Source: an optimization exercise on an open RTL-to-GDS flow (aim: small area and a short achievable clock period). Production flows keep margins and buffers that such runs may drop. Where RTL was checked, it was by simulation tests only, not by an equivalence proof against the original. Function not checked in runs 7 and 8: the RTL went through the layout flow alone. No driver is modelled on the clock port, so clock power and skew are understated where the tree is cut down; a real chip needs a root buffer or a tree. Power figures rest on the tool's default switching activity, not on a simulated workload.

`design/flow/design.v`:
```
module SPI (clk,rst_n,MOSI,MISO,SS_n,rx_data,rx_valid,tx_data,tx_valid);
input MOSI,SS_n,clk,rst_n;
output reg rx_valid;
output reg [9:0] rx_data;
input [7:0] tx_data;
input tx_valid;
output reg MISO;
reg chk, act, sh;
reg is_ra, is_rd;
reg rd_address_first;
reg [3:0] cnt;
wire send = act & is_rd & ~sh & tx_valid & ~cnt[3];
wire last_bit = cnt == 4'd9;
always @(posedge clk,negedge rst_n)
begin
    if(!rst_n) begin
        chk <= 1'b0;
        act <= 1'b0;
        sh <= 1'b0;
        rx_valid <= 1'b0;
        rd_address_first <= 1'b0;
        MISO <= 1'b0;
    end else begin
        chk <= ~SS_n & ~chk & ~act;
        act <= ~SS_n & (chk | act);
        sh <= ~SS_n & (chk | (sh & ~last_bit));
        rx_valid <= act & ~sh;
        if(act & is_ra)
            rd_address_first <= 1'b1;
        else if(act & is_rd)
            rd_address_first <= 1'b0;
        if(send)
            MISO <= tx_data[~cnt[2:0]];
    end
end
always @(posedge clk)
begin
    if(chk) begin
        is_ra <= MOSI & ~rd_address_first;
        is_rd <= MOSI & rd_address_first;
    end
    if(!act || (sh && last_bit))
        cnt <= 4'd0;
    else if(sh || send)
        cnt <= cnt + 4'd1;
    if(sh)
        rx_data <= {rx_data[8:0],MOSI};
end
endmodule
module RAM_pr2(clk,rst_n,din,rx_valid,dout,tx_valid);
input [9:0] din;
input rx_valid,clk,rst_n;
output [7:0] dout;
output reg tx_valid;
reg [21:0] rs;
reg [1:0] part;
reg [1:0] a10;
reg is21;
reg [7:0] cw;
reg valid;
reg [1:0] p3;         
reg [1:0] p4;         
reg match_r;
reg wbe;              
reg [7:0] rd_r;
reg rd_ok;
wire ld_addr = rx_valid & ~din[8];
wire wr = rx_valid & ~din[9] & din[8];
wire [5:0] h = din[7:2];
reg [2:0] d_hi;
reg [1:0] d_lo, d_part;
reg d_is21;
always @(*) begin
    d_is21 = 1'b0;
    if (h[1:0] != 2'd3) begin
        d_hi = {1'b0, h[5:4]}; d_lo = h[3:2]; d_part = h[1:0];
    end else if (h[3:2] != 2'd3) begin
        d_hi = 3'd4; d_lo = h[5:4]; d_part = h[3:2];
    end else if (h[5:4] != 2'd3) begin
        d_hi = 3'd5; d_lo = 2'd0; d_part = h[5:4];
    end else begin
        d_hi = 3'd5; d_lo = 2'd1; d_part = 2'd0; d_is21 = 1'b1;
    end
end
wire [1:0] p4_nx = p4 + 2'd1;
wire [1:0] p3_nx = (p4 == 2'd3) ? ((p3 == 2'd2) ? 2'd0 : p3 + 2'd1) : p3;
wire match_old = (p4_nx == a10) & (is21 | (p3_nx == part));
wire match_new = (p4_nx == din[1:0]) & (d_is21 | (p3_nx == d_part));
wire match_nx = ld_addr ? match_new : match_old;
wire fetch = rd_ok & ~valid;
wire valid_nx = wr | (~ld_addr & (valid | fetch));
assign dout = cw;
always @(posedge clk,negedge rst_n) begin
    if(!rst_n)
        tx_valid<=0;
    else if(rx_valid)
        tx_valid<=din[9]&din[8];
end
integer k;
always @(posedge clk) begin
    p4 <= p4_nx;
    p3 <= p3_nx;
    if(ld_addr) begin
        for (k = 0; k < 22; k = k + 1)
            rs[k] <= {d_hi, d_lo} == k;
        part <= d_part;
        a10 <= din[1:0];
        is21 <= d_is21;
    end
    match_r <= match_nx;
    valid <= valid_nx;
    wbe <= match_old & valid_nx;
    if(wr)
        cw <= din[7:0];
    else if(fetch)
        cw <= rd_r;
end
wire [7:0] last [0:21];
reg [7:0] rd;
integer g;
always @(*) begin
    rd = 8'd0;
    for (g = 0; g < 22; g = g + 1)
        rd = rd | ({8{rs[g]}} & last[g]);
end
always @(posedge clk) begin
    rd_r <= rd;
    rd_ok <= match_r & ~ld_addr;
end
genvar l;
generate
for (l = 0; l < 22; l = l + 1) begin : g_loop
    localparam N = (l == 21) ? 4 : 12;
    reg [8*N-1:0] w;
    wire sel = rs[l] & wbe;
    assign last[l] = w[8*N-8 +: 8];
    always @(posedge clk)
        w <= {w[8*N-9:0], sel ? cw : w[8*N-8 +: 8]};
end
endgenerate
endmodule
module Master(SS_n,MOSI,MISO,clk,rst_n);
input MOSI,SS_n,clk,rst_n;
 output MISO;
 wire rx_valid;
wire [9:0] rx_data;
wire [7:0] tx_data;
wire tx_valid;
 SPI   s1 (clk,rst_n,MOSI,MISO,SS_n,rx_data,rx_valid,tx_data,tx_valid);
RAM_pr2  R1(clk,rst_n,rx_data,rx_valid,tx_data,tx_valid);
endmodule
```
`design/flow/flow/run.sh`:
```
#!/bin/bash
# The standard layout, with the clock tree's top rebuilt after CTS
# (flow/post_cts.tcl, run by ORFS's POST_CTS_TCL hook). The ORFS run's
# output goes to standard_flow.log, its logs to orfs/logs.
set -euo pipefail
here=$(pwd)
export POST_CTS_TCL="$here/flow/post_cts.tcl"
bash standard.sh finish > "$here/standard_flow.log" 2>&1
```
`design/flow/flow/post_cts.tcl`:
```
# POST_CTS_TCL hook of the ORFS cts step: rebuild the clock tree's top, then
# legalise and repair timing again as the cts step does.
source [file join [file dirname [info script]] retree.tcl]
retree_top
detailed_placement
estimate_parasitics -placement
repair_timing_helper
detailed_placement
check_placement -verbose
estimate_parasitics -placement
report_clock_latency
```
`design/flow/flow/retree.tcl`:
```
# Rebuild the top of the clock tree that CTS made: the root buffer and the
# branch buffers under it are replaced by four buffers that the clock port
# drives directly, each driving the leaf buffers (the ones that drive the
# flip-flops) of one quarter of the die. The leaf level is kept as CTS made
# it, so every flip-flop still gets its clock through two buffers, with the
# same latency for all of them. Returns without change unless the tree is
# made of non-inverting clock buffers only.
proc drives_nothing {inst} {
  foreach it [$inst getITerms] {
    if {[$it isOutputSignal] && [$it getNet] ne "NULL"} {
      foreach s [[$it getNet] getITerms] { if {[$s isInputSignal]} { return 0 } }
    }
  }
  return 1
}

proc retree_top {} {
  set block [ord::get_db_block]
  set clk [$block findNet clk]
  set roots {}
  foreach it [$clk getITerms] { lappend roots [$it getInst] }
  if {[llength $roots] != 1} { puts "retree: clk drives [llength $roots] cells, not changed"; return }
  # walk the tree: inner buffers, leaf buffers, dummy loads
  set inner {}; set leaves {}; set dummies {}
  set todo $roots
  while {[llength $todo]} {
    set c [lindex $todo 0]; set todo [lrange $todo 1 end]
    set m [[$c getMaster] getName]
    set out {}
    foreach it [$c getITerms] { if {[$it isOutputSignal]} { set out [$it getNet] } }
    set sinks {}
    if {$out ne "" && $out ne "NULL"} {
      foreach it [$out getITerms] { if {[$it isInputSignal]} { lappend sinks $it } }
    }
    if {![string match "sky130_fd_sc_hd__clkbuf_*" $m]} { puts "retree: $m [$c getName] in the tree, not changed"; return }
    set kids {}; set regs 0
    foreach it $sinks {
      set i [$it getInst]
      if {[drives_nothing $i]} {
        lappend dummies $i
      } elseif {[string match "sky130_fd_sc_hd__clkbuf_*" [[$i getMaster] getName]] && [[$it getMTerm] getName] eq "A"} {
        lappend kids $i
      } else { incr regs }
    }
    if {$regs && [llength $kids]} { puts "retree: [$c getName] drives buffers and flip-flops, not changed"; return }
    if {$regs} { lappend leaves $c } else { lappend inner $c; foreach k $kids { lappend todo $k } }
  }
  if {[llength $leaves] < 8 || ![llength $inner]} { puts "retree: [llength $leaves] leaves, not changed"; return }
  puts "retree: [llength $inner] inner buffers, [llength $leaves] leaf buffers, [llength $dummies] dummy loads"
  # remove the old top
  foreach l $leaves { [$l findITerm A] disconnect }
  set dummies [lsort -unique $dummies]
  foreach d $dummies { foreach it [$d getITerms] { if {[$it getNet] ne "NULL"} { $it disconnect } }; odb::dbInst_destroy $d }
  foreach c $inner {
    set out [[$c findITerm X] getNet]
    foreach it [$c getITerms] { if {[$it getNet] ne "NULL"} { $it disconnect } }
    odb::dbInst_destroy $c
    if {[llength [$out getITerms]] == 0 && [llength [$out getBTerms]] == 0} { odb::dbNet_destroy $out }
  }
  # four groups of leaves: halves by x, then halves by y
  set pts {}
  foreach l $leaves {
    set b [$l getBBox]
    lappend pts [list $l [expr {([$b xMin] + [$b xMax]) / 2}] [expr {([$b yMin] + [$b yMax]) / 2}]]
  }
  set pts [lsort -integer -index 1 $pts]
  set h [expr {[llength $pts] / 2}]
  set groups {}
  foreach half [list [lrange $pts 0 [expr {$h - 1}]] [lrange $pts $h end]] {
    set half [lsort -integer -index 2 $half]
    set q [expr {[llength $half] / 2}]
    lappend groups [lrange $half 0 [expr {$q - 1}]] [lrange $half $q end]
  }
  set master [[ord::get_db] findMaster sky130_fd_sc_hd__clkbuf_16]
  set i 0
  foreach g $groups {
    set sx 0; set sy 0
    foreach p $g { set sx [expr {$sx + [lindex $p 1]}]; set sy [expr {$sy + [lindex $p 2]}] }
    set b [odb::dbInst_create $block $master "clkbuf_top_$i"]
    $b setLocation [expr {$sx / [llength $g]}] [expr {$sy / [llength $g]}]
    $b setPlacementStatus PLACED
    $b setSourceType TIMING
    set n [odb::dbNet_create $block "clknet_top_$i"]
    $n setSigType CLOCK
    [$b findITerm A] connect $clk
    [$b findITerm X] connect $n
    foreach p $g { [[lindex $p 0] findITerm A] connect $n }
    puts "retree: clkbuf_top_$i drives [llength $g] leaf buffers"
    incr i
  }
}
```
`design/flow/standard.sh`:
```
#!/bin/bash
# synth_recipe.tcl (not shown) runs the flow's synth.tcl, then flattens the netlist and writes it again
# the make line also repeats each setting of config.mk as NAME=value (left out here)
make -C /OpenROAD-flow-scripts/flow DESIGN_CONFIG=/design/flow/config.mk WORK_HOME=/design/flow/orfs CLKGATE_MAP_FILE= SYNTH_SCRIPT=/design/flow/synth_recipe.tcl "${@:-finish}"
```
`design/flow/config.mk`:
```
export PLATFORM = sky130hd
export DESIGN_NAME = Master
export DESIGN_NICKNAME = Master
export VERILOG_FILES = /design/flow/design.v
export SDC_FILE = /design/flow/constraint.sdc
export NUM_CORES = 4
export LEC_CHECK = 0
export CAP_MARGIN = 20
export CORE_MARGIN = 2
export CORE_UTILIZATION = 60
export CTS_CLUSTER_DIAMETER = 100
export CTS_CLUSTER_SIZE = 30
export PLACE_DENSITY = 0.7
export SETUP_SLACK_MARGIN = 1.9
export SLEW_MARGIN = 20
```
`design/flow/constraint.sdc`:
```
create_clock -name core_clock -period 3.7 [get_ports {clk}]
set_input_delay 0.7400 -clock core_clock [delete_from_list [all_inputs] [get_ports {clk}]]
set_output_delay 0.7400 -clock core_clock [all_outputs]
set_load 0.01 [all_outputs]
```
==> results of run 1 <==
[layer usage]
metal / part of all wire [%] / vias up / wire (um)
met5: 0.017 / - / 13
met4: 3.2 / 2 / 2417
met3: 5.0 / 148 / 3732
met2: 44 / 365 / 33070
met1: 47 / 8586 / 35470
li1: - / 8491 / -
[Yosys cell counts, drive strengths merged (9+ instances only)]
library cell,number
edfxtp,47
clkbuf,21
nand2,35
buf,25
a22o,17
a22oi,56
nand4,9
nand3,20
a221oi,16
nor2,34
mux2,182
dfxtp,2068
[state kept, by name, summed over array words and instances (netlist names), 2 cells and up]
signal / flops
R1.a10: 2
R1.part: 2
R1.g_loop.w: 2048
s1.cnt: 4
R1.rs: 22
s1.rx_data: 10
R1.rd_r: 8
R1.cw: 8
R1.p4: 2
R1.p3: 2
[layout by cell type, fill, tap and decap left out, types with 9 or more instances in the layout]
cell type / n
a22o_1: 17
edfxtp_1: 47
dfxtp_1: 2068
a22oi_1: 55
nor2_1: 34
nand4_1: 9
nand2_2: 20
a221oi_1: 15
clkbuf_16: 75
nand3_1: 20
mux2_2: 182
nand2_1: 15
buf_4: 35
[layout make-up, clock buffers not listed]
| class | instances | share of cell area [%] |
|---|---|---|
| sequential | 2122 | 85.42 |
| antenna | 4 | 0.01989 |
| inverter | 8 | 0.05967 |
| timing repair buffer | 43 | 0.7136 |
| tap | 1040 | 2.586 |
| multi-input combinational | 429 | 7.467 |
[power breakdown]
part / switching (W) / internal (W)
Combinational: 0.000250 / 0.000206
Clock: 0.00599 / 0.00363
Sequential: 0.000436 / 0.0241
Total: 0.00668 / 0.0279
[worst paths after layout]
check	endpoint	slack (ps)	cells after the start
worst max-delay path	MISO	1910	1
worst min-delay path	R1.g_loop[20].w[68]	310	0
worst max register to register	R1.rd_r[7]	1970	6
worst min register to register	R1.g_loop[20].w[68]	310	0
max in group asynchronous	s1.rd_address_first	2950	1
min in group asynchronous	s1.act	500	1
[stage by stage]
step,worst slack (ps),cells,cell area [um^2],power (W),hold WS (ps)
2_1_floorplan,1945,2605,47000,0.02512,309.6
3_3_place_gp,1702,3610,48150,0.02544,309.5
3_5_place_dp,1762,3610,48150,0.02549,312.1
5_1_grt,1854,3717,50310,0.03578,317.9
6_report,1913,3721,50320,0.03462,308.8
[worst register-to-register path: stages (launching register included)]
cell and delay, ps:
edfxtp_1 520, buf_4 200, a22o_1 200, a221oi_1 280, nand3_1 180, nor2_1 140
nand4_1 100
[cells by family after synthesis]
family | count (synthesis) | synth area share [%]
fa+ha+maj | 3 | 0.07988
mux | 187 | 4.548
compound gates | 104 | 1.757
xor+xnor | 10 | 0.1864
flops | 2122 | 91.47
simple gates | 125 | 1.382
buf+inv | 54 | 0.5725
==> results.yml, run 1 <==
status:
  status: "finished clean"
critical_path:
  crit_chain: "buf_2"
  arrival_ps: 1050
  critical_path.slowest_cell: "dfrtp_1"
  crit_path_start_kind: "flip-flop"
  endpoint_kind: "output pin"
  crit_family: "flip-flops"
  crit_buf_inv: 1
  r2r-start: "R1.rs[5]"
  critPathRequiredTime_ps: 2960
  startpoint: "s1.MISO"
  cp_max_fo: 2
  slowest_delay_ps: 410
  crit_type: "reg2out"
timing:
  finalCritPeriodShare_pct: 48.31
  setup_violations: 0
  hold_violations: 0
  fmax_mhz: 559.4
  slew_headroom_pct: 58.00
  worstMarginPinSlew_ps: 630.1
  skew_ps: 42.40
  drv_slew: 0
  fin_tns_setup_ps: 0
  rsz0062_at_grt: "yes"
  fin_crit_ps: 1788
finish:
  fin_nets: 2687
  multi_input_area_um2: 3757
  fin_util_pct: 64.96
  regArea_um2: 42990
  synthToLayoutAreaGrowth_pct: 7.082
  fillers: 5222
  drive_above_1_share_pct: 12.33
grt:
  grt_max_degree: 32
  antenna_found_initial: 6
  grt_use_total_pct: 18.64
  grt_use_met1_pct: 26.79
  grt.met3_usage_pct: 3.336
  met2_usage_pct: 28.81
  grt_pass1_vias: 17441
  grt_pass1_wl_mm: 110.5
  grt-ovfl-total: 0
  top_usage_layer: "met2"
synthesis:
  synth_warnings: 2
  synth_cell_types: 38
  ys_seq_elements: 2122
  netlist_instances: 2605
  synth_edf_count: 47
  synth_nets: 2612
  netlist_area_um2: 46990
  synth-async-reset-ratio_pct: 0.3299
  synth_seq_area_share_pct: 91.47
  synthTopCellsByArea: "dfxtp_1 (88%), mux2_2 (4.4%), edfxtp_1 (3.0%)"
  synth_top_area_share_pct: 88.10
  yosysTopAreaCell: "dfxtp_1"
  synth_ff_type: "dfxtp_1"
  syn_avg_cell_area_um2: 18.04
floorplan:
  die-area_um2: 80580
  initial_core_util_pct: 60.66
  io_pins: 5
  coreArea_um2: 77470
  die_w_um: 283.9
  std_cell_rows: 102
  die_h_um: 283.9
placement:
  dp_hpwl_mm: 47.57
  gp_congestion: 0.8612
  io_buffers: 4
power:
  p_per_area_nw_per_um2: 688.0
  peakVddDrop_uv: 479.0
  p_leak_nw: 20.09
routing:
  avgViaCountPerCell: 4.728
  drt_iter0_markers: 1233
  vias: 17592
  drtAntennaViolNets: 0
  wl_mm: 74.71
  drtPass1Iterations: 7
  avgRoutedWirePerCell_um: 20.08
  drc_errors: 0
min_path:
  hold_class: "reg2reg"
  min_from: "R1.g_loop[20].w[60]"
run:
  maxCapViolations: 0
clocking:
  clk_latency_ps: 510
  clk_pin_slew_ps: 100
  cts_sinks: 2122
==> run 2: changes to the inputs <==
--- a/design/flow/config.mk
+++ b/design/flow/config.mk
@@ -6,4 +6,5 @@
 export NUM_CORES = 4
 export LEC_CHECK = 0
+export ABC_AREA = 1
 export CAP_MARGIN = 20
 export CORE_MARGIN = 2
@@ -12,4 +13,4 @@
 export CTS_CLUSTER_SIZE = 30
 export PLACE_DENSITY = 0.7
-export SETUP_SLACK_MARGIN = 1.9
+export SETUP_SLACK_MARGIN = 2.0
 export SLEW_MARGIN = 20
==> run 2 against run 1 <==
Largest cell class unchanged. Core utilization down 0.17 points. Clock skew down 0.66 ps. Critical path depth unchanged. Wire length up 2.0%. Flip-flop and latch count unchanged. Critical endpoint unchanged. Combinational power up 8.6%. Synthesized area down 0.36%. Still clean on timing, DRC and antenna. Maximum frequency about the same.
==> results.yml, run 2 <==
grt:
  grt-ovfl-total: 0
  grt_max_degree: 31
  grt_pass1_wl_mm: 113.8
  grt_pass1_vias: 18678
  antenna_found_initial: 2
  grt_use_total_pct: 18.91
critical_path:
  crit_type: "reg2out"
  critical_path.slowest_cell: "dfrtp_1"
  crit_chain: "buf_2"
  arrival_ps: 1050
  r2r_end: "R1.g_loop[10].w[6]"
  crit_family: "flip-flops"
  crit_buf_inv: 1
  crit_path_start_kind: "flip-flop"
  reg2reg_depth: 3
  cp_max_fo: 2
  r2r-start: "R1.wbe"
  regToRegSetupSlack_ps: 1980
  startpoint: "s1.MISO"
  critPathRequiredTime_ps: 2960
  crit_end: "MISO"
  endpoint_kind: "output pin"
  worst-path-stages: 1
  slowest_delay_ps: 400
clocking:
  clk_pin_slew_ps: 110
  clk_latency_ps: 510
  cts_sinks: 2122
timing:
  slew_headroom_pct: 59.15
  drv_slew: 0
  rsz0062_at_grt: "yes"
  setup_violations: 0
  finalCritPeriodShare_pct: 48.28
  fin_ws_ps: 1913
  skew_ps: 41.74
  hold_violations: 0
  fin_tns_setup_ps: 0
  fin_crit_ps: 1787
  fmax_mhz: 559.7
  worstMarginPinSlew_ps: 611.2
finish:
  largestRegisters: "R1.g_loop.w x2048, R1.rs x22, s1.rx_data x10"
  synthToLayoutAreaGrowth_pct: 7.014
  diodes: 0
  layout_commonest_cell: "dfxtp_1"
  final_cell_mix: "dfxtp_1 (2068), nand2_1 (364), o21ai_0 (167), clkbuf_16 (75), edfxtp_1 (47)"
  largest_reg_flops: 2048
  drive_above_1_share_pct: 4.816
  stdcell_count: 4051
  regMostFlops: "R1.g_loop.w"
  fin_nets: 3021
  final_area_um2: 50110
power:
  switching_share_pct: 19.44
  seqPwrFrac_pct: 70.9
  peakVddDrop_uv: 505.8
  clkPwrFrac_pct: 27.6
  power.internal_w: 0.02789
  p_per_area_nw_per_um2: 691.0
  p_comb_share_pct: 1.4
  p_sw_w: 0.006731
  p_leak_nw: 19.84
synthesis:
  netlist_instances: 2960
  synth_nets: 2967
  synth_ff_type: "dfxtp_1"
  yosysTopAreaCell: "dfxtp_1"
  synth_seq_area_share_pct: 91.80
  synth_common_cells: "dfxtp_1 (2068), nand2_1 (372), o21ai_0 (193)"
  synthTopCellsByArea: "dfxtp_1 (88%), edfxtp_1 (3.0%), nand2_1 (3.0%)"
  synth_warnings: 2
  ys_seq_elements: 2122
  netlist_area_um2: 46820
  synth_top_area_share_pct: 88.42
  synth_edf_count: 47
  synth_most_common_cell: "dfxtp_1"
  syn_avg_cell_area_um2: 15.82
  synth-async-reset-ratio_pct: 0.3299
  synth_cell_types: 33
placement:
  dp_hpwl_mm: 49.92
  gp_congestion: 0.9774
  dp_worst_setup_slack_ps: 1805
  dpl-instance-area_um2: 48050
  io_buffers: 4
  dp.cells: 3958
floorplan:
  coreArea_um2: 77340
  die_h_um: 283.4
  std_cell_rows: 102
  die_w_um: 283.4
  initial_core_util_pct: 60.54
  io_pins: 5
  die-area_um2: 80290
routing:
  drc_errors: 0
  wl_mm: 76.21
  route.met2.wl_mm: 32.71
  drtAntennaViolNets: 0
  drtPass1Iterations: 6
  avgViaCountPerCell: 4.748
  drt_iter0_markers: 1347
  wl_met1_mm: 36.68
  vias: 19234
  avgRoutedWirePerCell_um: 18.81
  dr_wl_met3_mm: 3.759
  top_layer_used: "met4"
min_path:
  min_from: "R1.g_loop[5].w[46]"
  hold_class: "reg2reg"
run:
  maxCapViolations: 0
status:
  status: "finished clean"
==> run 2: cell count changes after synthesis, sizes merged, moves of 38 or more <==
cell    previous run  this run
mux2             182         1
clkbuf            21        59
a22oi             56         1
nand2             35       374
inv                8        50
o21ai              7       195
==> run 2: how the worst min path moves through the flow <==
stage / cells past startpoint / slack [ps] / end
global route: 0 / 320 / R1.g_loop[1].w[54]
floorplan: 0 / 310 / R1.g_loop[0].w[10]
detailed placement: 0 / 310 / R1.g_loop[12].w[84]
finish: 0 / 310 / R1.g_loop[5].w[54]
global placement: 0 / 310 / R1.g_loop[15].w[54]
==> run 2: cell families after synthesis <==
kind of cell	share of synthesized area [%]
muxes	0.02405
buffers and inverters	0.9406
and+or+nand+nor	4.139
adders and majority gates	0.08017
DFF	91.80
xor gates and xnor gates	0.1122
AOI/OAI and AO/OA	2.899
==> run 2: through the flow <==
step | total power (W) | hold slack, ps | util [%]
after floorplan | 0.02511 | 309.6 | -
after global placement | 0.02548 | 309.5 | 62.13
after global routing | 0.03579 | 320.7 | 64.79
final | 0.03462 | 307.7 | 64.79
after detailed placement | 0.02554 | 312.1 | 62.13
==> run 2: power by group through the flow <==
stage	registers (W)	clock network, W	logic (W)
final	0.0246	0.00957	0.000495
after global routing	0.0247	0.0106	0.000538
after floorplan	0.0248	0	0.000289
after detailed placement	0.0251	0	0.000463
after global placement	0.0250	0	0.000451
==> run 2: final cells by class, clock buffers not listed <==
cell class / count / area (um^2)
fill: 5362 / 27230
inverter: 50 / 201.4
multi-input combinational: 724 / 3437
sequential: 2122 / 42990
tap: 1040 / 1301
timing repair buffer: 39 / 297.8
timing repair inverter: 1 / 7.507
==> run 2: layer usage <==
layer  up-vias  global-route usage (%)
li1       9377                       -
met1      9187                   27.82
met2       496                   28.52
met3       174                   2.697
met4         0                   7.606
met5         -                       0
==> run 2: worst register-to-register path: cells and delay by family (launching register included) <==
| family | cells | cell delay [ps] |
|---|---|---|
| buf+inv | 1 | 330 |
| simple gates | 1 | 440 |
| compound gates | 1 | 470 |
| flops | 1 | 330 |
==> run 3: changes to the inputs <==
--- a/design/flow/config.mk
+++ b/design/flow/config.mk
@@ -6,5 +6,4 @@
 export NUM_CORES = 4
 export LEC_CHECK = 0
-export ABC_AREA = 1
 export CAP_MARGIN = 20
 export CORE_MARGIN = 2
@@ -13,4 +12,4 @@
 export CTS_CLUSTER_SIZE = 30
 export PLACE_DENSITY = 0.7
-export SETUP_SLACK_MARGIN = 2.0
+export SETUP_SLACK_MARGIN = 1.8
 export SLEW_MARGIN = 20
==> run 3 against run 2 <==
Still clean. Sequential power about the same. Maximum frequency down 1.5%. Via count down 8.9%. Setup slack worse by 27 ps. Highest routed layer is now met5.
==> results.yml, run 3 <==
clocking:
  clk_pin_slew_ps: 120
  cts_sinks: 2122
  clk_latency_ps: 520
placement:
  dp.cells: 3610
  dp_hpwl_mm: 47.57
  gp_congestion: 0.8612
  io_buffers: 4
  dpl-instance-area_um2: 48150
finish:
  layout_commonest_cell: "dfxtp_1"
  regMostFlops: "R1.g_loop.w"
  stdcell_count: 3699
  largest_reg_flops: 2048
  drive_above_1_share_pct: 11.45
  largestRegisters: "R1.g_loop.w x2048, R1.rs x22, s1.rx_data x10"
  synthToLayoutAreaGrowth_pct: 6.667
  final_area_um2: 50130
  final_cell_mix: "dfxtp_1 (2068), mux2_2 (182), clkbuf_16 (75), a22oi_1 (56), edfxtp_1 (47)"
  fin_nets: 2665
timing:
  worstMarginPinSlew_ps: 878.9
  setup_violations: 0
  slew_headroom_pct: 41.41
  fmax_mhz: 551.5
  skew_ps: 39.44
  hold_slack_ps: 308.5
  rsz0062_at_grt: "no"
  fin_tns_setup_ps: 0
  hold_violations: 0
  finalCritPeriodShare_pct: 49.00
  fin_crit_ps: 1813
  drv_slew: 0
routing:
  drc_errors: 0
  drt_iter0_markers: 1196
  avgViaCountPerCell: 4.736
  drtPass1Iterations: 5
  drtAntennaViolNets: 0
  vias: 17518
  avgRoutedWirePerCell_um: 20.11
  wl_mm: 74.37
floorplan:
  die_w_um: 283.9
  io_pins: 5
  die-area_um2: 80580
  die_h_um: 283.9
  std_cell_rows: 102
  initial_core_util_pct: 60.66
  coreArea_um2: 77470
critical_path:
  critPathRequiredTime_ps: 4090
  r2r-start: "R1.cw[3]"
  arrival_ps: 2210
  r2r_end: "s1.MISO"
  startpoint: "R1.cw[3]"
  crit_path_start_kind: "flip-flop"
  endpoint_kind: "flip-flop"
  cp_max_fo: 13
  crit_type: "reg2reg"
  regToRegSetupSlack_ps: 1890
  reg2reg_depth: 3
grt:
  grt_pass1_wl_mm: 110.2
  antenna_found_initial: 5
  grt-ovfl-total: 0
  grt_max_degree: 32
  grt_pass1_vias: 17470
  grt_use_total_pct: 18.59
synthesis:
  synth_simple_gate_area_share_pct: 1.382
  yosysTopAreaCell: "dfxtp_1"
  netlist_area_um2: 46990
  synth_seq_area_share_pct: 91.47
  synth_ff_type: "dfxtp_1"
  syn_avg_cell_area_um2: 18.04
  synth_edf_count: 47
  synth-async-reset-ratio_pct: 0.3299
  synth_warnings: 2
  synthTopCellsByArea: "dfxtp_1 (88%), mux2_2 (4.4%), edfxtp_1 (3.0%)"
  synthAdderAreaFrac_pct: 0.07988
  synth_common_cells: "dfxtp_1 (2068), mux2_2 (182), a22oi_1 (56)"
  synthXorXnorAreaFrac_pct: 0.1864
  synth_compound_area_share_pct: 1.757
  synth_top_area_share_pct: 88.10
  synthMuxAreaShare_pct: 4.548
  synth_nets: 2612
  synth_top_family_by_area: "multiplexers"
  ys_seq_elements: 2122
  synth_most_common_cell: "dfxtp_1"
  synth_cell_types: 38
  netlist_instances: 2605
power:
  peakVddDrop_uv: 479.0
  p_per_area_nw_per_um2: 690.4
  p_leak_nw: 19.98
min_path:
  holdPathStages: 0
  hold_class: "reg2reg"
  hold_end: "R1.g_loop[20].w[68]"
  min_from: "R1.g_loop[20].w[60]"
run:
  maxCapViolations: 0
status:
  status: "finished clean"
## run 3: metal layers
layer,track usage [%],share of wire (%),vias up
li1,-,-,8444
met4,6.984,3.6,2
met5,0,0.017,-
met2,28.44,44,344
met3,3.529,5.1,157
met1,26.56,48,8571
## run 3: worst max path at each step
stage | cells past startpoint | to | slack, ps
final | 3 | s1.MISO | 1890
after global routing | 2 | R1.cw[4] | 1800
after detailed placement | 4 | s1.MISO | 1760
after global placement | 4 | s1.MISO | 1700
after floorplan | 3 | R1.wbe | 1940
## run 3: logic make-up after synthesis
kind of cell | count (synthesis)
compound gates | 104
mux | 187
buf+inv | 54
simple gates | 125
flops | 2122
xor+xnor | 10
fa+ha+maj | 3
## run 3: power breakdown
group,switching [W],internal (W)
clock,0.00600,0.00362
combinational,0.000226,0.000194
sequential,0.000454,0.0241
## run 3: worst max-delay path, stage by stage (launching register included)
cell and delay (ps):
edfxtp_1 770, mux4_2 600, mux2i_1 220, a21oi_1 90
## run 3: final cells by class, clock buffers not listed
class | count | area (um^2)
tap | 1040 | 1301
inverter | 8 | 30.03
antenna | 4 | 10.01
timing repair buffer | 21 | 181.4
fill | 5238 | 27340
sequential | 2122 | 42990
multi-input combinational | 429 | 3740
## run 3: through the flow
step / utilization, % / power, W / setup slack (ps)
2_1_floorplan: - / 0.02512 / 1945
3_3_place_gp: 62.16 / 0.02544 / 1702
3_5_place_dp: 62.16 / 0.02549 / 1762
5_1_grt: 64.69 / 0.03576 / 1800
6_report: 64.71 / 0.03461 / 1887
==> run 4: changes to the inputs <==
--- a/design/flow/config.mk
+++ b/design/flow/config.mk
@@ -9,7 +9,7 @@
 export CORE_MARGIN = 2
 export CORE_UTILIZATION = 60
-export CTS_CLUSTER_DIAMETER = 100
-export CTS_CLUSTER_SIZE = 30
+export CTS_CLUSTER_DIAMETER = 80
+export CTS_CLUSTER_SIZE = 36
 export PLACE_DENSITY = 0.7
-export SETUP_SLACK_MARGIN = 1.8
+export SETUP_SLACK_MARGIN = 2.0
 export SLEW_MARGIN = 20
==> run 4 against run 3 <==
Register-to-register slack improved by 40 ps. Flip-flop and latch count unchanged. Wire length increased by 2.0%. Largest cell class unchanged. Still clean. Cell area increased by 0.88%. Power decreased by 1.3%. Via count increased by 0.31%. Setup slack improved by 11 ps. Critical endpoint is now MISO. Critical path type is now reg2out.
==> results.yml, run 4 <==
synthesis:
  synth_edf_count: 47
  synth_warnings: 2
  ys_seq_elements: 2122
  synthXorXnorAreaFrac_pct: 0.1864
  netlist_instances: 2605
  synthMuxAreaShare_pct: 4.548
  synth-async-reset-ratio_pct: 0.3299
  synth_cell_types: 38
  synthTopCellsByArea: "dfxtp_1 (88%), mux2_2 (4.4%), edfxtp_1 (3.0%)"
  synth_simple_gate_area_share_pct: 1.382
  yosysTopAreaCell: "dfxtp_1"
  synth_seq_area_share_pct: 91.47
  synth_common_cells: "dfxtp_1 (2068), mux2_2 (182), a22oi_1 (56)"
  syn_avg_cell_area_um2: 18.04
  synth_compound_area_share_pct: 1.757
  netlist_area_um2: 46990
  synth_nets: 2612
  synth_top_family_by_area: "multiplexers"
  synth_ff_type: "dfxtp_1"
  synth_top_area_share_pct: 88.10
  synth_most_common_cell: "dfxtp_1"
  synthAdderAreaFrac_pct: 0.07988
critical_path:
  crit_type: "reg2out"
  arrival_ps: 1060
  startpoint: "s1.MISO"
  crit_buf_inv: 1
  r2r-start: "R1.rs[2]"
  crit_end: "MISO"
  r2r_end: "R1.rd_r[6]"
  critical_path.slowest_cell: "dfrtp_1"
  crit_family: "flip-flops"
  crit_chain: "buf_2"
  slowest_delay_ps: 420
  worst-path-stages: 1
  regToRegSetupSlack_ps: 1930
  cp_max_fo: 2
  crit_path_start_kind: "flip-flop"
  endpoint_kind: "output pin"
  reg2reg_depth: 6
  critPathRequiredTime_ps: 2960
timing:
  setup_violations: 0
  slew_headroom_pct: 52.58
  skew_ps: 50.87
  rsz0062_at_grt: "yes"
  hold_slack_ps: 271.5
  drv_slew: 0
  fin_tns_setup_ps: 0
  finalCritPeriodShare_pct: 48.70
  worstMarginPinSlew_ps: 711.3
  hold_violations: 0
  fmax_mhz: 555.0
  fin_crit_ps: 1802
floorplan:
  initial_core_util_pct: 60.66
  coreArea_um2: 77470
  std_cell_rows: 102
  io_pins: 5
  die_w_um: 283.9
  die-area_um2: 80580
  die_h_um: 283.9
routing:
  vias: 17573
  drt_iter0_markers: 1037
  avgViaCountPerCell: 4.705
  drc_errors: 0
  wl_mm: 75.84
  avgRoutedWirePerCell_um: 20.31
  drtPass1Iterations: 5
  drtAntennaViolNets: 0
power:
  p_per_area_nw_per_um2: 675.5
  p_total_w: 0.03416
  p_leak_nw: 20.21
  peakVddDrop_uv: 545.0
clocking:
  clk_pin_slew_ps: 120
  cts_sinks: 2122
  clk_latency_ps: 490
finish:
  fin_nets: 2705
  largestRegisters: "R1.g_loop.w x2048, R1.rs x22, s1.rx_data x10"
  fillers: 5231
  multi_input_area_um2: 4010
  regMostFlops: "R1.g_loop.w"
  final_area_um2: 50570
  fin_util_pct: 65.28
  final_cell_mix: "dfxtp_1 (2067), mux2_2 (182), clkbuf_16 (65), buf_4 (57), a22oi_1 (48)"
  largest_reg_flops: 2048
  layout_commonest_cell: "dfxtp_1"
  regArea_um2: 42990
  synthToLayoutAreaGrowth_pct: 7.607
  diodes: 0
  drive_above_1_share_pct: 14.25
placement:
  gp_congestion: 0.8063
  io_buffers: 4
  dp_hpwl_mm: 48.35
  dpl-instance-area_um2: 48190
grt:
  grt_pass1_wl_mm: 111.9
  grt_max_degree: 37
  grt_pass1_vias: 17679
  grt_use_total_pct: 18.82
  grt-ovfl-total: 0
  antenna_found_initial: 1
run:
  maxCapViolations: 0
status:
  status: "finished clean"
min_path:
  hold_class: "reg2reg"
==> run 4: changes by cell type in the layout (fill, tap and decap cells not counted), sizes merged <==
cell / previous run / this run
clkbuf: 75 / 65
diode: 4 / 0
nor2b: 8 / 9
buf: 18 / 67
==> run 4: layout make-up, clock buffers not listed <==
| cell class | instances | area share, % |
|---|---|---|
| inverter | 8 | 0.05938 |
| multi-input combinational | 430 | 7.930 |
| sequential | 2122 | 85.01 |
| tap | 1040 | 2.573 |
| timing repair buffer | 70 | 1.210 |
==> run 4: worst min path at each step <==
stage	startpoint	to	slack (ps)	cells after the start
after floorplan	R1.g_loop[0].w[2]	R1.g_loop[0].w[10]	310	0
final	R1.g_loop[13].w[12]	R1.g_loop[13].w[20]	270	0
after global placement	R1.g_loop[9].w[66]	R1.g_loop[9].w[74]	310	0
after global routing	R1.g_loop[13].w[12]	R1.g_loop[13].w[20]	280	0
after detailed placement	R1.g_loop[12].w[13]	R1.g_loop[12].w[21]	310	0
==> run 4: logic make-up after synthesis <==
family          after synthesis
simple gates                125
flops                      2122
mux                         187
compound gates              104
xor+xnor                     10
fa+ha+maj                     3
buf+inv                      54
==> run 4: metal layers <==
metal / global-route usage, % / share of wire (%) / vias up / wire (um)
met5: 0 / 0 / - / 0
met4: 5.146 / 2.6 / 0 / 1970
met3: 2.275 / 3.6 / 119 / 2702
met2: 29.90 / 45 / 261 / 34050
met1: 27.55 / 49 / 8665 / 37120
li1: - / - / 8528 / -
==> run 4: metrics by stage <==
stage                     worst slack (ps)  cells
after global routing                  1854   3735
after detailed placement              1572   3613
after global placement                1234   3612
after floorplan                       2271   2605
final                                 1898   3735
==> run 4: power by group <==
group | total [W] | switching, W | internal, W
combinational | 0.000503 | 0.000273 | 0.000230
sequential | 0.0246 | 0.000455 | 0.0241
clock | 0.00908 | 0.00590 | 0.00318
total | 0.0342 | 0.00663 | 0.0275
==> run 5: changes to the inputs <==
--- a/design/flow/config.mk
+++ b/design/flow/config.mk
@@ -9,6 +9,6 @@
 export CORE_MARGIN = 2
 export CORE_UTILIZATION = 60
-export CTS_CLUSTER_DIAMETER = 80
-export CTS_CLUSTER_SIZE = 36
+export CTS_CLUSTER_DIAMETER = 100
+export CTS_CLUSTER_SIZE = 30
 export PLACE_DENSITY = 0.7
 export SETUP_SLACK_MARGIN = 2.0
==> run 5 against run 4 <==
Combinational power hardly changed. Sequential power barely moved. Setup slack got worse by 5.8 ps. Largest power group unchanged. Highest routed layer unchanged.
==> results.yml, run 5 <==
status:
  status: "finished clean"
synthesis:
  synthTopCellsByArea: "dfxtp_1 (88%), mux2_2 (4.4%), edfxtp_1 (3.0%)"
  netlist_instances: 2605
  syn_avg_cell_area_um2: 18.04
  netlist_area_um2: 46990
  ys_seq_elements: 2122
  synth_nets: 2612
  synth_ff_type: "dfxtp_1"
  synth_top_area_share_pct: 88.10
  synth_seq_area_share_pct: 91.47
  synth-async-reset-ratio_pct: 0.3299
  synth_cell_types: 38
  yosysTopAreaCell: "dfxtp_1"
  synth_most_common_cell: "dfxtp_1"
  synth_common_cells: "dfxtp_1 (2068), mux2_2 (182), a22oi_1 (56)"
  synth_warnings: 2
  synth_edf_count: 47
clocking:
  clk_pin_slew_ps: 110
  cts_sinks: 2122
  clk_latency_ps: 500
timing:
  worstMarginPinSlew_ps: 703.3
  finalCritPeriodShare_pct: 48.85
  setup_violations: 0
  hold_slack_ps: 305.6
  skew_ps: 28.15
  fmax_mhz: 553.2
  slew_headroom_pct: 53.11
  fin_crit_ps: 1808
  rsz0062_at_grt: "yes"
  fin_ws_ps: 1892
  drv_slew: 0
  hold_violations: 0
  fin_tns_setup_ps: 0
power:
  p_per_area_nw_per_um2: 682.9
  p_leak_nw: 20.32
  p_total_w: 0.03467
  peakVddDrop_uv: 727.9
placement:
  dp_worst_setup_slack_ps: 1572
  io_buffers: 4
  dp_hpwl_mm: 48.35
  gp_congestion: 0.8063
grt:
  grt-ovfl-total: 0
  antenna_found_initial: 4
  grt_pass1_wl_mm: 112.3
  grt_use_total_pct: 18.95
  grt_max_degree: 31
  grt_pass1_vias: 17715
finish:
  fillers: 5190
  largestRegisters: "R1.g_loop.w x2048, R1.rs x22, s1.rx_data x10"
  fin_nets: 2709
  largest_reg_flops: 2048
  drive_above_1_share_pct: 14.45
  synthToLayoutAreaGrowth_pct: 8.049
  final_cell_mix: "dfxtp_1 (2067), mux2_2 (182), clkbuf_16 (75), buf_4 (53)"
  layout_commonest_cell: "dfxtp_1"
  regMostFlops: "R1.g_loop.w"
critical_path:
  arrival_ps: 1070
  crit_path_start_kind: "flip-flop"
  critPathRequiredTime_ps: 2960
  crit_type: "reg2out"
  endpoint_kind: "output pin"
  slowest_delay_ps: 420
  crit_family: "flip-flops"
  critical_path.slowest_cell: "dfrtp_1"
  crit_buf_inv: 1
  crit_chain: "buf_2"
  cp_max_fo: 2
routing:
  avgViaCountPerCell: 4.701
  vias: 17583
  drtAntennaViolNets: 0
  drt_iter0_markers: 929
  avgRoutedWirePerCell_um: 20.36
  drtPass1Iterations: 4
  drc_errors: 0
  wl_mm: 76.16
floorplan:
  die-area_um2: 80580
  die_w_um: 283.9
  initial_core_util_pct: 60.66
  io_pins: 5
  std_cell_rows: 102
  coreArea_um2: 77470
  die_h_um: 283.9
min_path:
  hold_class: "reg2reg"
run:
  maxCapViolations: 0
==> run 5: where the power goes <==
part / total, W / leakage [nW] / switching [W] / internal (W)
clock: 0.00960 / 0.924 / 0.00598 / 0.00362
combinational: 0.000503 / 2.02 / 0.000273 / 0.000230
sequential: 0.0246 / 17.4 / 0.000460 / 0.0241
total: 0.0347 / 20.3 / 0.00671 / 0.0280
==> run 5: cells by family (layout without fill, tap and decap cells) <==
family                   after synthesis  count (layout)  share of synthesized area [%]
flip-flops                          2122            2122                          91.47
adder cells (fa/ha/maj)                3               3                        0.07988
other                                  0               1                              0
XOR/XNOR                              10              10                         0.1864
buffers and inverters                 54             147                         0.5725
multiplexers                         187             187                          4.548
AO/OA/AOI/OAI                        104             104                          1.757
AND/OR/NAND/NOR                      125             126                          1.382
==> run 5: final timing paths <==
kind	start	end	slack, ps	depth (start not counted)
min	R1.g_loop[3].w[48]	R1.g_loop[3].w[56]	310	0
min in group asynchronous	rst_n	R1.tx_valid	490	1
max reg2reg	R1.rs[5]	R1.rd_r[1]	2020	5
min reg2reg	R1.g_loop[3].w[48]	R1.g_loop[3].w[56]	310	0
max	s1.MISO	MISO	1890	1
max in group asynchronous	rst_n	s1.act	2960	1
==> run 5: routing by layer <==
metal | part of all wire, % | vias to the layer above | GRT usage (%) | routed length [um]
li1 | - | 8539 | - | -
met1 | 48 | 8628 | 27.51 | 36720
met2 | 46 | 299 | 30.49 | 34860
met3 | 3.8 | 117 | 2.283 | 2925
met4 | 2.2 | 0 | 4.921 | 1659
met5 | 0 | - | 0 | 0
==> run 5: cell type report, clock buffers not listed <==
cell class,instances,area (um^2),share of cell area [%]
antenna,1,2.502,0.004928
inverter,8,30.03,0.05914
multi-input combinational,430,4030,7.937
sequential,2122,42990,84.66
tap,1040,1301,2.563
timing repair buffer,64,546.8,1.077
==> run 5: through the flow <==
| step | instances | utilization [%] | instance area [um^2] |
|---|---|---|---|
| after floorplan | 2605 | - | 47000 |
| after detailed placement | 3613 | 62.21 | 48190 |
| final | 3740 | 65.54 | 50770 |
| after global routing | 3739 | 65.54 | 50770 |
| after global placement | 3612 | 62.18 | 48170 |
==> run 5: worst reg2reg max path, delay by kind of cell (launching register included) <==
family,cells,cell delay [ps]
compound gates,1,330
buf+inv,1,220
flops,1,540
simple gates,3,470
==> run 6: changes to the inputs <==
--- a/design/flow/config.mk
+++ b/design/flow/config.mk
@@ -6,10 +6,11 @@
 export NUM_CORES = 4
 export LEC_CHECK = 0
+export ABC_AREA = 1
 export CAP_MARGIN = 20
 export CORE_MARGIN = 2
-export CORE_UTILIZATION = 60
+export CORE_UTILIZATION = 70
 export CTS_CLUSTER_DIAMETER = 100
 export CTS_CLUSTER_SIZE = 30
-export PLACE_DENSITY = 0.7
+export PLACE_DENSITY = 0.8
 export SETUP_SLACK_MARGIN = 2.0
 export SLEW_MARGIN = 20
==> run 6 against run 5 <==
Sequential power hardly changed. Setup slack better by 19 ps. Critical path type unchanged. Still clean on timing, DRC and antenna. Cell area is 1.8% lower. Worst hold slack worse by 36 ps.
==> results.yml, run 6 <==
timing:
  skew_ps: 52.67
  fin_crit_ps: 1788
  hold_violations: 0
  rsz0062_at_grt: "yes"
  setup_violations: 0
  drv_slew: 0
  fin_ws_ps: 1912
  worstMarginPinSlew_ps: 636.6
  fin_tns_setup_ps: 0
  fmax_mhz: 559.2
  finalCritPeriodShare_pct: 48.33
  hold_slack_ps: 269.3
  slew_headroom_pct: 57.51
grt:
  grt-ovfl-total: 0
  grt_use_total_pct: 25.14
  antenna_found_initial: 2
  grt_max_degree: 31
  grt_pass1_vias: 20333
  grt_pass1_wl_mm: 127.5
floorplan:
  coreArea_um2: 65980
  die-area_um2: 68970
  die_w_um: 262.6
  initial_core_util_pct: 70.97
  die_h_um: 262.6
  std_cell_rows: 94
  io_pins: 5
min_path:
  hold_class: "reg2reg"
  min_from: "R1.g_loop[19].w[4]"
  holdPathStages: 0
  hold_end: "R1.g_loop[19].w[12]"
routing:
  drt_iter0_markers: 2064
  wl_mm: 86.21
  avgViaCountPerCell: 5.185
  drc_errors: 0
  avgRoutedWirePerCell_um: 22.31
  drtAntennaViolNets: 0
  drtPass1Iterations: 9
  vias: 20034
finish:
  regMostFlops: "R1.g_loop.w"
  largest_reg_flops: 2048
  diodes: 0
  drive_above_1_share_pct: 4.733
  final_cell_mix: "dfxtp_1 (2068), nand2_1 (357), o21ai_0 (157), clkbuf_16 (76), edfxtp_1 (47)"
  synthToLayoutAreaGrowth_pct: 6.512
  largestRegisters: "R1.g_loop.w x2048, R1.rs x22, s1.rx_data x10"
  stdcell_count: 3864
  fin_nets: 3010
  layout_commonest_cell: "dfxtp_1"
  fillers: 3500
placement:
  io_buffers: 4
  dp_hpwl_mm: 54.10
  dp.cells: 3775
  gp_congestion: 0.9917
  dp_worst_setup_slack_ps: 1837
synthesis:
  synth_nets: 2967
  synth_ff_type: "dfxtp_1"
  netlist_area_um2: 46820
  synth_top_area_share_pct: 88.42
  synth_most_common_cell: "dfxtp_1"
  synth_common_cells: "dfxtp_1 (2068), nand2_1 (372), o21ai_0 (193)"
  netlist_instances: 2960
  synth_edf_count: 47
  synth_warnings: 2
  synth_cell_types: 33
  synth_seq_area_share_pct: 91.80
  syn_avg_cell_area_um2: 15.82
  yosysTopAreaCell: "dfxtp_1"
  ys_seq_elements: 2122
  synth-async-reset-ratio_pct: 0.3299
  synthTopCellsByArea: "dfxtp_1 (88%), edfxtp_1 (3.0%), nand2_1 (3.0%)"
critical_path:
  crit_buf_inv: 1
  critical_path.slowest_cell: "dfrtp_1"
  crit_chain: "buf_2"
  arrival_ps: 1050
  critPathRequiredTime_ps: 2960
  startpoint: "s1.MISO"
  crit_path_start_kind: "flip-flop"
  crit_family: "flip-flops"
  r2r_end: "R1.g_loop[8].w[3]"
  slowest_delay_ps: 400
  crit_type: "reg2out"
  regToRegSetupSlack_ps: 1980
  cp_max_fo: 2
  reg2reg_depth: 4
  r2r-start: "R1.wbe"
  endpoint_kind: "output pin"
clocking:
  cts_sinks: 2122
  clk_latency_ps: 500
  clk_pin_slew_ps: 110
power:
  p_leak_nw: 19.81
  p_per_area_nw_per_um2: 700.4
  peakVddDrop_uv: 513.1
run:
  maxCapViolations: 0
status:
  status: "finished clean"
## run 6: changes by cell type in the layout (fill, tap and decap cells not counted), sizes merged, moves of 5 or more
cell      previous run  this run
a21oi                3         9
nor2b                9         0
nand2               35       374
inv                  8        46
o21ai                7       195
nand4                9        29
clkinvlp             0         5
mux2               182         1
nor4                 0         6
buf                 61        24
a22o                17        24
a221oi              16         8
a22oi               56         1
## run 6: metal layers
metal	up-vias	part of all wire (%)	track usage, %	routed length [um]
li1	9340	-	-	-
met1	9649	42	33.73	36280
met2	768	47	41.38	40440
met3	275	6.4	4.470	5479
met4	2	4.6	9.599	4004
met5	-	0.015	0	13
## run 6: worst max-delay path by stage
stage	depth (start not counted)	end	slack, ps
2_1_floorplan	6	R1.match_r	2150
3_3_place_gp	6	R1.match_r	1800
3_5_place_dp	6	R1.match_r	1840
5_1_grt	1	MISO	1870
6_report	1	MISO	1910
## run 6: final cells by class, clock buffers not listed
cell class	count	area (um^2)	area share, %
flip-flops and latches	2122	42990	86.19
multi-input cells	724	3460	6.937
repair buffers	27	232.7	0.4666
well taps	864	1081	2.168
inverters	50	202.7	0.4064
repair inverters	1	7.507	0.01505
## run 6: worst register-to-register path, stage by stage (launching register included)
cell and delay, ps:
dfxtp_1 350, buf_4 390, nand2_1 500, nand2_1 220, o21ai_0 120
## run 6: power breakdown
| part | leakage (nW) | switching [W] | internal [W] |
|---|---|---|---|
| clock | 0.937 | 0.00611 | 0.00368 |
| sequential | 17.4 | 0.000514 | 0.0241 |
| combinational | 1.50 | 0.000348 | 0.000163 |
## run 6: logic make-up (layout without fill, tap and decap cells)
logic type | after synthesis | in the layout | share of synthesized area (%)
xor gates and xnor gates | 6 | 6 | 0.1122
and+or+nand+nor | 474 | 474 | 4.139
buffers and inverters | 114 | 154 | 0.9406
AOI/OAI and AO/OA | 240 | 240 | 2.899
adders and majority gates | 3 | 3 | 0.08017
DFF | 2122 | 2122 | 91.80
muxes | 1 | 1 | 0.02405
## run 6: metrics by stage
stage / util (%) / total power [W] / instance area (um^2)
after global routing: 75.59 / 0.03584 / 49870
after detailed placement: 72.41 / 0.02557 / 47780
after floorplan: - / 0.02511 / 46830
after global placement: 72.41 / 0.02545 / 47780
final: 75.59 / 0.03493 / 49870
==> run 7: changes to the inputs <==
--- a/design/flow/design.v
+++ b/design/flow/design.v
@@ -63,4 +63,5 @@
 reg match_r;
 reg wbe;              
+reg wbe_n;            
 reg [7:0] rd_r;
 reg rd_ok;
@@ -111,4 +112,5 @@
     valid <= valid_nx;
     wbe <= match_old & valid_nx;
+    wbe_n <= ~(match_old & valid_nx);
     if(wr)
         cw <= din[7:0];
@@ -134,7 +136,8 @@
     reg [8*N-1:0] w;
     wire sel = rs[l] & wbe;
+    wire keep = ~rs[l] | wbe_n;
     assign last[l] = w[8*N-8 +: 8];
     always @(posedge clk)
-        w <= {w[8*N-9:0], sel ? cw : w[8*N-8 +: 8]};
+        w <= {w[8*N-9:0], ({8{sel}} & cw) | ({8{keep}} & w[8*N-8 +: 8])};
 end
 endgenerate
--- a/design/flow/config.mk
+++ b/design/flow/config.mk
@@ -9,8 +9,8 @@
 export CAP_MARGIN = 20
 export CORE_MARGIN = 2
-export CORE_UTILIZATION = 70
+export CORE_UTILIZATION = 60
 export CTS_CLUSTER_DIAMETER = 100
 export CTS_CLUSTER_SIZE = 30
-export PLACE_DENSITY = 0.8
+export PLACE_DENSITY = 0.7
 export SETUP_SLACK_MARGIN = 2.0
 export SLEW_MARGIN = 20
==> run 7 against run 6 <==
Highest routed layer is now met4. Synthesized cell count increased by 1.6%. Critical path type unchanged. Still clean. Register-to-register slack better by 70 ps. Combinational power rose by 4.9%. Global-route usage shrank 6.7 points. Sequential share of layout area is 1.1 points lower. Largest power group unchanged. Power increased by 0.11%.
==> results.yml, run 7 <==
timing:
  setup_violations: 0
  fin_tns_setup_ps: 0
  fmax_mhz: 545.9
  slew_headroom_pct: 54.01
  hold_violations: 0
  rsz0062_at_grt: "yes"
  finalCritPeriodShare_pct: 49.51
  worstMarginPinSlew_ps: 689.1
  fin_crit_ps: 1832
  skew_ps: 50.24
  drv_slew: 0
  hold_slack_ps: 303.8
synthesis:
  netlist_area_um2: 47180
  synth_common_cells: "dfxtp_1 (2069), o21ai_0 (294), nand2_1 (206)"
  synth_nets: 3013
  synth-async-reset-ratio_pct: 0.3297
  synthTopCellsByArea: "dfxtp_1 (88%), o21ai_0 (3.1%), edfxtp_1 (3.0%)"
  synth_warnings: 2
  synth_most_common_cell: "dfxtp_1"
  ys_seq_elements: 2123
  synth_cell_types: 38
  synth_seq_area_share_pct: 91.16
  synth_edf_count: 47
  yosysTopAreaCell: "dfxtp_1"
  synth_ff_type: "dfxtp_1"
  syn_avg_cell_area_um2: 15.69
  netlist_instances: 3006
  synth_top_area_share_pct: 87.79
floorplan:
  die_w_um: 284.4
  die-area_um2: 80890
  io_pins: 5
  initial_core_util_pct: 60.80
  coreArea_um2: 77590
  die_h_um: 284.4
  std_cell_rows: 102
power:
  p_per_area_nw_per_um2: 691.8
  switching_share_pct: 19.39
  power.internal_w: 0.02819
  p_leak_nw: 20.33
  clkPwrFrac_pct: 27.3
  seqPwrFrac_pct: 71.1
  p_sw_w: 0.006781
  p_comb_share_pct: 1.5
  peakVddDrop_uv: 462.0
grt:
  grt_use_total_pct: 18.47
  grt-ovfl-total: 0
  grt_pass1_vias: 19332
  antenna_found_initial: 1
  grt_max_degree: 64
  grt_pass1_wl_mm: 113.4
critical_path:
  r2r_end: "R1.rd_r[1]"
  startpoint: "s1.MISO"
  regToRegSetupSlack_ps: 2050
  arrival_ps: 1090
  crit_buf_inv: 1
  crit_chain: "buf_6"
  crit_family: "flip-flops"
  slowest_delay_ps: 440
  crit_path_start_kind: "flip-flop"
  cp_max_fo: 2
  crit_type: "reg2out"
  critical_path.slowest_cell: "dfrtp_1"
  critPathRequiredTime_ps: 2960
  endpoint_kind: "output pin"
  reg2reg_depth: 6
  r2r-start: "R1.rs[9]"
run:
  maxCapViolations: 0
min_path:
  hold_class: "reg2reg"
  holdPathStages: 0
  hold_end: "R1.g_loop[11].w[94]"
  min_from: "R1.g_loop[11].w[86]"
placement:
  io_buffers: 4
  dpl-instance-area_um2: 48400
  dp_hpwl_mm: 47.38
  gp_congestion: 0.8943
finish:
  final_cell_mix: "dfxtp_1 (2067), o21ai_0 (285), nand2_1 (205), inv_1 (103), clkbuf_16 (75)"
  fin_nets: 3069
  largest_reg_flops: 2048
  synthToLayoutAreaGrowth_pct: 7.137
  regMostFlops: "R1.g_loop.w"
  largestRegisters: "R1.g_loop.w x2048, R1.rs x22, s1.rx_data x10"
  final_area_um2: 50550
  drive_above_1_share_pct: 4.642
  layout_commonest_cell: "dfxtp_1"
clocking:
  clk_latency_ps: 530
  cts_sinks: 2123
  clk_pin_slew_ps: 110
routing:
  wl_mm: 75.30
  drtAntennaViolNets: 0
  avgRoutedWirePerCell_um: 18.35
  avgViaCountPerCell: 4.886
  drtPass1Iterations: 8
  drt_iter0_markers: 1736
  drc_errors: 0
  vias: 20052
status:
  status: "finished clean"
run 7: changes by cell type after synthesis, moves of 18 or more:
cell	before	now
nand2_1	372	206
o21ai_0	193	294
inv_1	45	111
o22ai_1	0	51
nor2_1	28	55
a22o_1	24	1
nand4_1	29	11
run 7: final cells by class, clock buffers not listed:
class                   instances  area, um^2
diodes                          5       12.51
fillers                      5373       27050
inverters                     117       461.7
multi-input cells             712        3572
flip-flops and latches       2123       43010
well taps                    1040        1301
repair buffers                 31       301.5
repair inverters                1       7.507
run 7: metal layers:
layer,track usage (%),routed length [um],up-vias
met5,0,0,-
met4,7.987,3711,0
met3,3.451,5096,221
met2,26.82,30950,699
met1,27.27,35540,9507
li1,-,-,9625
run 7: stage by stage:
| step | utilization (%) | total power [W] | instances | worst slack (ps) |
|---|---|---|---|---|
| after floorplan | - | 0.02545 | 3006 | 2148 |
| after global placement | 62.37 | 0.02581 | 4007 | 1806 |
| after detailed placement | 62.37 | 0.02588 | 4007 | 1787 |
| after global routing | 65.13 | 0.03617 | 4099 | 1817 |
| final | 65.14 | 0.03497 | 4104 | 1868 |
run 7: cell families (layout without fill, tap and decap cells):
family | after synthesis | count (layout) | synth area share (%)
flip-flops | 2123 | 2123 | 91.16
buffers and inverters | 171 | 224 | 1.384
AND/OR/NAND/NOR | 311 | 311 | 2.689
multiplexers | 1 | 1 | 0.02387
adder cells (fa/ha/maj) | 3 | 3 | 0.07957
other | 0 | 5 | 0
XOR/XNOR | 6 | 6 | 0.1114
AO/OA/AOI/OAI | 391 | 391 | 4.556
run 7: worst max path at each step:
stage,endpoint,slack [ps],cells past startpoint
2_1_floorplan,R1.match_r,2150,6
3_3_place_gp,R1.g_loop[11].w[5],1810,3
3_5_place_dp,R1.g_loop[11].w[5],1790,3
5_1_grt,MISO,1820,1
6_report,MISO,1870,1
run 7: power by group through the flow:
stage / clock network [W] / logic, W / registers [W]
6_report: 0.00955 / 0.000536 / 0.0249
5_1_grt: 0.0106 / 0.000579 / 0.0250
3_5_place_dp: 0 / 0.000467 / 0.0254
3_3_place_gp: 0 / 0.000452 / 0.0254
2_1_floorplan: 0 / 0.000303 / 0.0251
==> run 8: changes to the inputs <==
--- a/design/flow/config.mk
+++ b/design/flow/config.mk
@@ -13,4 +13,4 @@
 export CTS_CLUSTER_SIZE = 30
 export PLACE_DENSITY = 0.7
-export SETUP_SLACK_MARGIN = 2.0
+export SETUP_SLACK_MARGIN = 1.9
 export SLEW_MARGIN = 20
==> run 8 against run 7 <==
Via count decreased by 0.84%. Core utilization decreased by 0.18 points. Worst hold slack got worse by 8.2 ps.
==> results.yml, run 8 <==
finish:
  stdcell_count: 4095
  largestRegisters: "R1.g_loop.w x2048, R1.rs x22, s1.rx_data x10"
  fin_util_pct: 64.96
  final_area_um2: 50400
  regMostFlops: "R1.g_loop.w"
  synthToLayoutAreaGrowth_pct: 6.834
  largest_reg_flops: 2048
  layout_commonest_cell: "dfxtp_1"
  fin_nets: 3061
  final_cell_mix: "dfxtp_1 (2067), o21ai_0 (290), nand2_1 (206), inv_1 (108), clkbuf_16 (75)"
  drive_above_1_share_pct: 3.966
routing:
  vias: 19883
  drc_errors: 0
  drtPass1Iterations: 7
  drt_iter0_markers: 1705
  avgRoutedWirePerCell_um: 18.22
  avgViaCountPerCell: 4.855
  drtAntennaViolNets: 0
  wl_mm: 74.60
critical_path:
  crit_buf_inv: 1
  critPathRequiredTime_ps: 2960
  cp_max_fo: 2
  slowest_delay_ps: 440
  critical_path.slowest_cell: "dfrtp_1"
  arrival_ps: 1100
  crit_family: "flip-flops"
  endpoint_kind: "output pin"
  crit_path_start_kind: "flip-flop"
  crit_chain: "buf_6"
  crit_type: "reg2out"
floorplan:
  initial_core_util_pct: 60.80
  std_cell_rows: 102
  die_w_um: 284.4
  io_pins: 5
  die-area_um2: 80890
  die_h_um: 284.4
  coreArea_um2: 77590
synthesis:
  synth_ff_type: "dfxtp_1"
  synth_cell_types: 38
  synth_seq_area_share_pct: 91.16
  synth-async-reset-ratio_pct: 0.3297
  synth_common_cells: "dfxtp_1 (2069), o21ai_0 (294), nand2_1 (206)"
  synth_top_area_share_pct: 87.79
  netlist_area_um2: 47180
  synth_warnings: 2
  ys_seq_elements: 2123
  netlist_instances: 3006
  syn_avg_cell_area_um2: 15.69
  synthTopCellsByArea: "dfxtp_1 (88%), o21ai_0 (3.1%), edfxtp_1 (3.0%)"
  synth_most_common_cell: "dfxtp_1"
  synth_nets: 3013
  synth_edf_count: 47
  yosysTopAreaCell: "dfxtp_1"
clocking:
  clk_pin_slew_ps: 110
  clk_latency_ps: 530
  cts_sinks: 2123
grt:
  grt_max_degree: 64
  grt-ovfl-total: 0
  antenna_found_initial: 1
  grt_pass1_vias: 19290
  grt_pass1_wl_mm: 113.1
  grt_use_total_pct: 18.41
timing:
  hold_slack_ps: 295.6
  rsz0062_at_grt: "yes"
  fmax_mhz: 543.8
  finalCritPeriodShare_pct: 49.70
  slew_headroom_pct: 37.31
  hold_violations: 0
  skew_ps: 54.62
  worstMarginPinSlew_ps: 939.3
  drv_slew: 0
  fin_tns_setup_ps: 0
  fin_crit_ps: 1839
  setup_violations: 0
placement:
  dp_hpwl_mm: 47.38
  dp.cells: 4007
  gp_congestion: 0.8943
  dpl-instance-area_um2: 48400
  io_buffers: 4
min_path:
  hold_class: "reg2reg"
power:
  peakVddDrop_uv: 461.3
  p_per_area_nw_per_um2: 693.4
  p_leak_nw: 20.29
run:
  maxCapViolations: 0
status:
  status: "finished clean"
[run 8: stage by stage]
step,total power (W),worst slack (ps)
global placement,0.02581,1806
global route,0.03615,1817
finish,0.03495,1861
detailed placement,0.02588,1787
floorplan,0.02545,2148
[run 8: layout make-up, clock buffers not listed]
cell class / instances / area [um^2]
Antenna cell: 4 / 10.01
Inverter: 117 / 450.4
Timing Repair inverter: 1 / 7.507
Fill cell: 5382 / 27190
Sequential cell: 2123 / 43010
Multi-Input combinational cell: 712 / 3542
Timing Repair Buffer: 23 / 203.9
Tap cell: 1040 / 1301
[run 8: kinds of logic (layout without fill, tap and decap cells)]
family | Yosys count | after routing | share of synthesized area, %
flops | 2123 | 2123 | 91.16
mux | 1 | 1 | 0.02387
simple gates | 311 | 311 | 2.689
fa+ha+maj | 3 | 3 | 0.07957
buf+inv | 171 | 216 | 1.384
compound gates | 391 | 391 | 4.556
other cells | 0 | 4 | 0
xor+xnor | 6 | 6 | 0.1114
[run 8: worst paths after layout]
kind | cells after the start | slack [ps] | start | endpoint
max in group asynchronous | 1 | 2860 | rst_n | s1.rd_address_first
setup / recovery | 1 | 1860 | s1.MISO | MISO
min in group asynchronous | 1 | 510 | rst_n | R1.tx_valid
hold / removal | 0 | 300 | R1.g_loop[11].w[82] | R1.g_loop[11].w[90]
setup reg to reg | 3 | 1940 | R1.cw[2] | R1.g_loop[5].w[2]
hold reg to reg | 0 | 300 | R1.g_loop[11].w[82] | R1.g_loop[11].w[90]
[run 8: worst register-to-register path: stages (launching register included)]
cell and delay, ps:
edfxtp_1 370, inv_1 570, buf_4 390, o21ai_0 260
[run 8: routing by layer]
| metal | GRT usage, % | share of wire [%] | vias up |
|---|---|---|---|
| li1 | - | - | 9598 |
| met1 | 27.11 | 48 | 9473 |
| met2 | 26.49 | 41 | 613 |
| met3 | 3.531 | 6.3 | 199 |
| met4 | 8.513 | 4.9 | 0 |
| met5 | 0 | 0 | - |
[run 8: where the power goes]
part / internal, W / switching, W / total [W]
combinational: 0.000149 / 0.000363 / 0.000512
sequential: 0.0244 / 0.000477 / 0.0249
clock: 0.00362 / 0.00593 / 0.00955

==> what the ideal ports hide <==
No port has a modelled driver above. Below, the same layouts with a new extraction and two added sets of constraints.
Step 1 assumes that a clkbuf_16 drives the clock port and a buf_2 every other input.
Step 2 adds t to the input delays and takes it off the output delays; t is the mean of the earliest and latest rising clock arrival at the registers after step 1. Input paths then give back, and output paths get back, about the clock's delay inside the block.
Three values: no drivers, after step 1, after step 2; two values: the first two.
run	t (ns)	setup slack, ns	worst register clock-pin slew, ns
run 1	0.626	1.913 / 1.779 / 1.965	0.12 / 0.12
run 2	0.625	1.913 / 1.780 / 1.983	0.11 / 0.11
run 3	0.630	1.887 / 1.773 / 1.887	0.12 / 0.12
run 4	0.614	1.898 / 1.761 / 1.927	0.13 / 0.13
run 5	0.627	1.892 / 1.756 / 2.022	0.12 / 0.12
run 6	0.617	1.912 / 1.778 / 1.984	0.12 / 0.12
run 7	0.635	1.868 / 1.733 / 2.028	0.12 / 0.12
run 8	0.634	1.861 / 1.727 / 1.939	0.12 / 0.12
After both steps every run listed still meets setup and hold.
